What follows belongs to an exercise in optimizing a design on an open flow for small area, a short achievable clock period and few clock cycles per item; a production flow would make more cautious choices. At most, simulation tests tie the RTL to the original design; equivalence was not proved.

==> flow/design.v (excerpt) <==
module PixelSolverMultiCore (
  input               io_cmd_valid,
  output              io_cmd_ready,
  input      [27:0]   io_cmd_payload_x,
  input      [27:0]   io_cmd_payload_y,
  output              io_rsp_valid,
  input               io_rsp_ready,
  output     [5:0]    io_rsp_payload_iteration,
  input               clk,
  input               reset
);
Size in the first run: roughly 1,200 flip-flops, about 68 I/O pins, roughly 67,000 sq um of cells after synthesis.
clock: 10.0 ns
lec_check: 0
cap_margin: 20
core_margin: 2
core_utilization: 60
cts_buf_list: sky130_fd_sc_hd__clkbuf_16
cts_cluster_diameter: 150
cts_cluster_size: 24
setup_slack_margin: 5
slew_margin: 20
synth_hierarchical: 1
standard.sh (not shown) runs the stock make flow with config.mk's settings and CLKGATE_MAP_FILE= SYNTH_SCRIPT=/design/flow/synth_recipe.tcl, a recipe that flattens the netlist after the stock synthesis.
==> flow/flow/run.sh <==
#!/bin/bash
set -euo pipefail
MARGIN=${MARGIN:-7}
sed "s/SETUP_SLACK_MARGIN=[0-9.]*/SETUP_SLACK_MARGIN=$MARGIN/" standard.sh > standard_margin.sh
bash standard_margin.sh > standard.log 2>&1
Then changed:
--- a/flow/design.v
+++ b/flow/design.v
@@ -24,37 +24,37 @@
   reg  [2:0] wb_seq;      
   reg  [5:0]  wb_res;      
   reg  [5:0]  rob_d [0:7];
   reg  [7:0] rob_v;
   reg  [2:0] head, alloc;
   reg  [3:0] used;
   reg         o_v;
   reg  [5:0]  o_it;
-  reg         tk_o;        
+  reg         tk_o, o_vp;   
+  reg  [5:0]  o_itp;        
   assign io_cmd_ready = tk_o;
   wire        acc = tk & io_cmd_valid;
-  assign io_rsp_valid = o_v;
-  assign io_rsp_payload_iteration = o_it;
+  assign io_rsp_valid = o_vp;
+  assign io_rsp_payload_iteration = o_itp;
   wire [5:0]  itc = r0_it + 6'd1;
   wire        inx = (r0_x[27:22] == 6'd0) | (r0_x[27:22] == 6'h3f);
   wire        iny = (r0_y[27:22] == 6'd0) | (r0_y[27:22] == 6'h3f);
   wire [3:0]  qx = r0_x[21:18] ^ {4{r0_x[27]}};
   wire [3:0]  qy = r0_y[21:18] ^ {4{r0_y[27]}};
   wire        big = inx & iny & (qx[3] | qy[3] | (qx[2] & qy[2] & ((~qx[1] & qy[1] & qy[0]) | (qx[1] & ~qx[0] & qy[1]) | (qx[1] & qx[0]))));
   wire        zsmall = (r0_x[27:21] == {7{r0_x[21]}}) & (r0_y[27:21] == {7{r0_y[21]}});
   wire        cyc = (itc > 6'd4) & zsmall & r0_snap[44] & ({r0_x[21:0], r0_y[21:0]} == r0_snap[43:0]);
   wire [44:0] snape = (itc[1:0] == 0) ? {zsmall, r0_x[21:0], r0_y[21:0]} : r0_snap;
   wire        live = r0_act & ~r0_lesc;
   wire        fe0 = live & (big | cyc | (itc == 6'd62));    
   wire        f620 = ~big & ~cyc;                           
   wire        fl0 = r0_act & r0_lesc;                       
-  wire        pop = o_v & io_rsp_ready;
-  wire [2:0] head_n = head + {2'd0, pop};
-  wire        byp = wr & (wr_seq == head_n);
+  wire        ld = ~o_v | io_rsp_ready;
+  wire        pop = ld & rob_v[head];
   wire        wr = wb_v | fl0;
   wire [2:0] wr_seq = wb_v ? wb_seq : r0_seq;
   wire [5:0]  wr_res = wb_v ? wb_res : r0_it;
   wire pp1;
   wire pp2;
   wire pp3;
   wire pp4;
   wire pp5;
@@ -6363,38 +6363,42 @@
       r0_it <= it_l;
       r0_lesc <= esc_l;
       r0_seq <= p2_seq;
     end
     r0_snap <= p2_snap;
     wb_seq <= p2_seq;
     wb_res <= (bg_l | (f62_l & esc_l)) ? it_l : 6'd63;
     if (wr) rob_d[wr_seq] <= wr_res;
-    o_it <= byp ? wr_res : rob_d[head_n];
+    o_itp <= ld ? rob_d[head] : o_it;
     tk_o <= ~reset & free_n & room;
-    o_v <= ~reset & (byp | rob_v[head_n]);
+    o_vp <= ~reset & (ld ? rob_v[head] : o_v);
   end
   always @(posedge clk or posedge reset) begin
     if (reset) begin
       tk <= 1'b0;
       r0_act <= 1'b0;
       act <= 2'd0;
       wb_v <= 1'b0;
       rob_v <= 8'd0;
       head <= 3'd0;
       alloc <= 3'd0;
       used <= 4'd0;
+      o_v <= 1'b0;
+      o_it <= 6'd0;
     end else begin
       tk <= free_n & room;
       r0_act <= acc | cont_l;
       act <= {act[1:1], r0_act};
       wb_v <= act[2] & fe_l;
       if (acc) alloc <= alloc + 1'b1;
       used <= used + {3'd0, acc} - {3'd0, pop};
       if (pop) head <= head + 1'b1;
+      if (ld) o_v <= rob_v[head];
+      if (ld) o_it <= rob_d[head];
       rob_v <= (rob_v & ~({7'd0, pop} << head)) | ({7'd0, wr} << wr_seq);
     end
   end
 endmodule
 module MandelFA (input a, input b, input c, output s, output co);
   assign s = a ^ b ^ c;
   assign co = (a & b) | (a & c) | (b & c);
 endmodule
The changed run ran to the end with no violations.
Wire length decreases by about 3.5%.
Setup slack is better by 930 ps.
Global-route usage shrinks by 1.0 points.
Critical path depth grows by 11.
Function was not checked in any run of this note: the RTL went through the layout flow alone.


Setup of the baseline:
PixelSolverMultiCore, a different RTL version from the one above (not shown whole).
For scale: ~6200 cells after synthesis, about 1200 flip-flops, roughly 68 I/O pins, ~71000 um^2 of cells after synthesis.
export LEC_CHECK = 0
export CAP_MARGIN = 20
export CORE_MARGIN = 2
export CORE_UTILIZATION = 60
export CTS_BUF_LIST = sky130_fd_sc_hd__clkbuf_16
export CTS_CLUSTER_DIAMETER = 150
export CTS_CLUSTER_SIZE = 24
export SETUP_SLACK_MARGIN = 5
export SLEW_MARGIN = 20
export SYNTH_HIERARCHICAL = 1
create_clock -name core_clock -period 10.0 [get_ports {clk}]
==> flow/flow/run.sh <==
#!/bin/bash
set -euo pipefail
MARGIN=${MARGIN:-6.5}
sed "s/SETUP_SLACK_MARGIN=[0-9.]*/SETUP_SLACK_MARGIN=$MARGIN/" standard.sh > standard_margin.sh
bash standard_margin.sh > standard.log 2>&1
The following lists how the candidate was set up differently from the baseline:
diff --git a/flow/design.v b/flow/design.v
--- a/flow/design.v
+++ b/flow/design.v
@@ -29,22 +29,21 @@
   reg  [5:0]  o_it;
   assign io_cmd_ready = tk;
   wire        acc = tk & io_cmd_valid;
   assign io_rsp_valid = o_v;
   assign io_rsp_payload_iteration = o_it;
   wire [5:0]  itc = r0_it + 6'd1;
   wire        inx = (r0_x[27:22] == 6'd0) | (r0_x[27:22] == 6'h3f);
   wire        iny = (r0_y[27:22] == 6'd0) | (r0_y[27:22] == 6'h3f);
   wire [3:0]  qx = r0_x[21:18] ^ {4{r0_x[27]}};
   wire [3:0]  qy = r0_y[21:18] ^ {4{r0_y[27]}};
-  wire [8:0]  q2 = qx * qx + qy * qy;
-  wire        big = inx & iny & (q2 >= 9'd64);
+  wire        big = inx & iny & (qx[3] | qy[3] | (qx[2] & qy[2] & ((~qx[1] & qy[1] & qy[0]) | (qx[1] & ~qx[0] & qy[1]) | (qx[1] & qx[0]))));
   wire        cyc = (itc > 6'd4) & ({r0_x, r0_y} == r0_snap);
   wire [55:0] snape = (itc[1:0] == 0) ? {r0_x, r0_y} : r0_snap;
   wire        live = r0_act & ~r0_lesc;
   wire        fe0 = live & (big | cyc | (itc == 6'd62));    
   wire        f620 = ~big & ~cyc;                           
   wire        fl0 = r0_act & r0_lesc;                       
   wire        ld = ~o_v | io_rsp_ready;
   wire        pop = ld & rob_v[head];
   wire        wr = wb_v | fl0;
   wire [2:0] wr_seq = wb_v ? wb_seq : r0_seq;
@@ -6635,41 +6634,39 @@
       r0_y0 <= p2_y0;
       r0_it <= it_l;
       r0_lesc <= esc_l;
       r0_seq <= p2_seq;
     end
     r0_snap <= p2_snap;
     wb_seq <= p2_seq;
     wb_res <= (bg_l | (f62_l & esc_l)) ? it_l : 6'd63;
     if (wr) rob_d[wr_seq] <= wr_res;
     if (ld) o_it <= rob_d[head];
+    tk <= free_n & room;
+    o_v <= ~reset & (ld ? rob_v[head] : o_v);
   end
   always @(posedge clk or posedge reset) begin
     if (reset) begin
-      tk <= 1'b0;
       r0_act <= 1'b0;
       act <= 2'd0;
       wb_v <= 1'b0;
       rob_v <= 8'd0;
       head <= 3'd0;
       alloc <= 3'd0;
       used <= 4'd0;
-      o_v <= 1'b0;
     end else begin
-      tk <= free_n & room;
       r0_act <= acc | cont_l;
       act <= {act[1:1], r0_act};
       wb_v <= act[2] & fe_l;
       if (acc) alloc <= alloc + 1'b1;
       used <= used + {3'd0, acc} - {3'd0, pop};
       if (pop) head <= head + 1'b1;
-      if (ld) o_v <= rob_v[head];
       rob_v <= (rob_v & ~({7'd0, pop} << head)) | ({7'd0, wr} << wr_seq);
     end
   end
 endmodule
 module MandelFA (input a, input b, input c, output s, output co);
   assign s = a ^ b ^ c;
   assign co = (a & b) | (a & c) | (b & c);
 endmodule
 module MandelHA (input a, input b, output s, output co);
   assign s = a ^ b;
--- outcome ---
Re layout overhead on the synthesized area: the candidate is 0.65 points down on the baseline. The data-path buffer share of cell area in the final layout of the candidate is lower than that of the baseline. Relative to the baseline, the final cell area reported for the candidate is lower. Worst setup slack delta (the candidate − the baseline): favourable. Between the candidate and the baseline, the worst hold slack across all endpoints figures differ only marginally. Status: fraction of standard cell area in multi-input logic parity (the baseline, the candidate). Delta(detailed-route wire length, the candidate - the baseline) < 0.
Testbench counts of the candidate, summed over its fixed seeds: cycles 255,610, pixels 8,192.
For the baseline, only the layout was checked, not whether the RTL still works.

afterwards: timing with drivers on the ports:
No port has a modelled driver above. Below, the same layouts with a new extraction and two added sets of constraints.
Step 1 sets driving cells, clkbuf_16 on the clock port and buf_2 on the other inputs (assumed; they add their load-dependent delay and slew).
Step 2 times the ports against the registers' clock, not the clock port: input delays grow and output delays shrink by t, the midpoint of the rising clock arrivals with the driver on.
a / b / c = no drivers / after step 1 / after step 2; a / b = the first two.
run | shift t [ns] | slack for setup (ns) | worst setup path after step 2
the first run of note 1 | 0.789 | 5.880 / 5.799 / 6.380 | input to register
the second run of note 1 | 0.792 | 6.812 / 6.773 / 6.404 | input to register
the baseline | 0.779 | 5.495 / 5.495 / 5.495 | register to register
the candidate | 0.784 | 6.496 / 6.496 / 5.919 | input to register
After both steps setup and hold are still met in every run listed. The setup slack of the candidate, which loses most, moves by 0.000 ns with the drivers and by -0.577 ns with both steps.
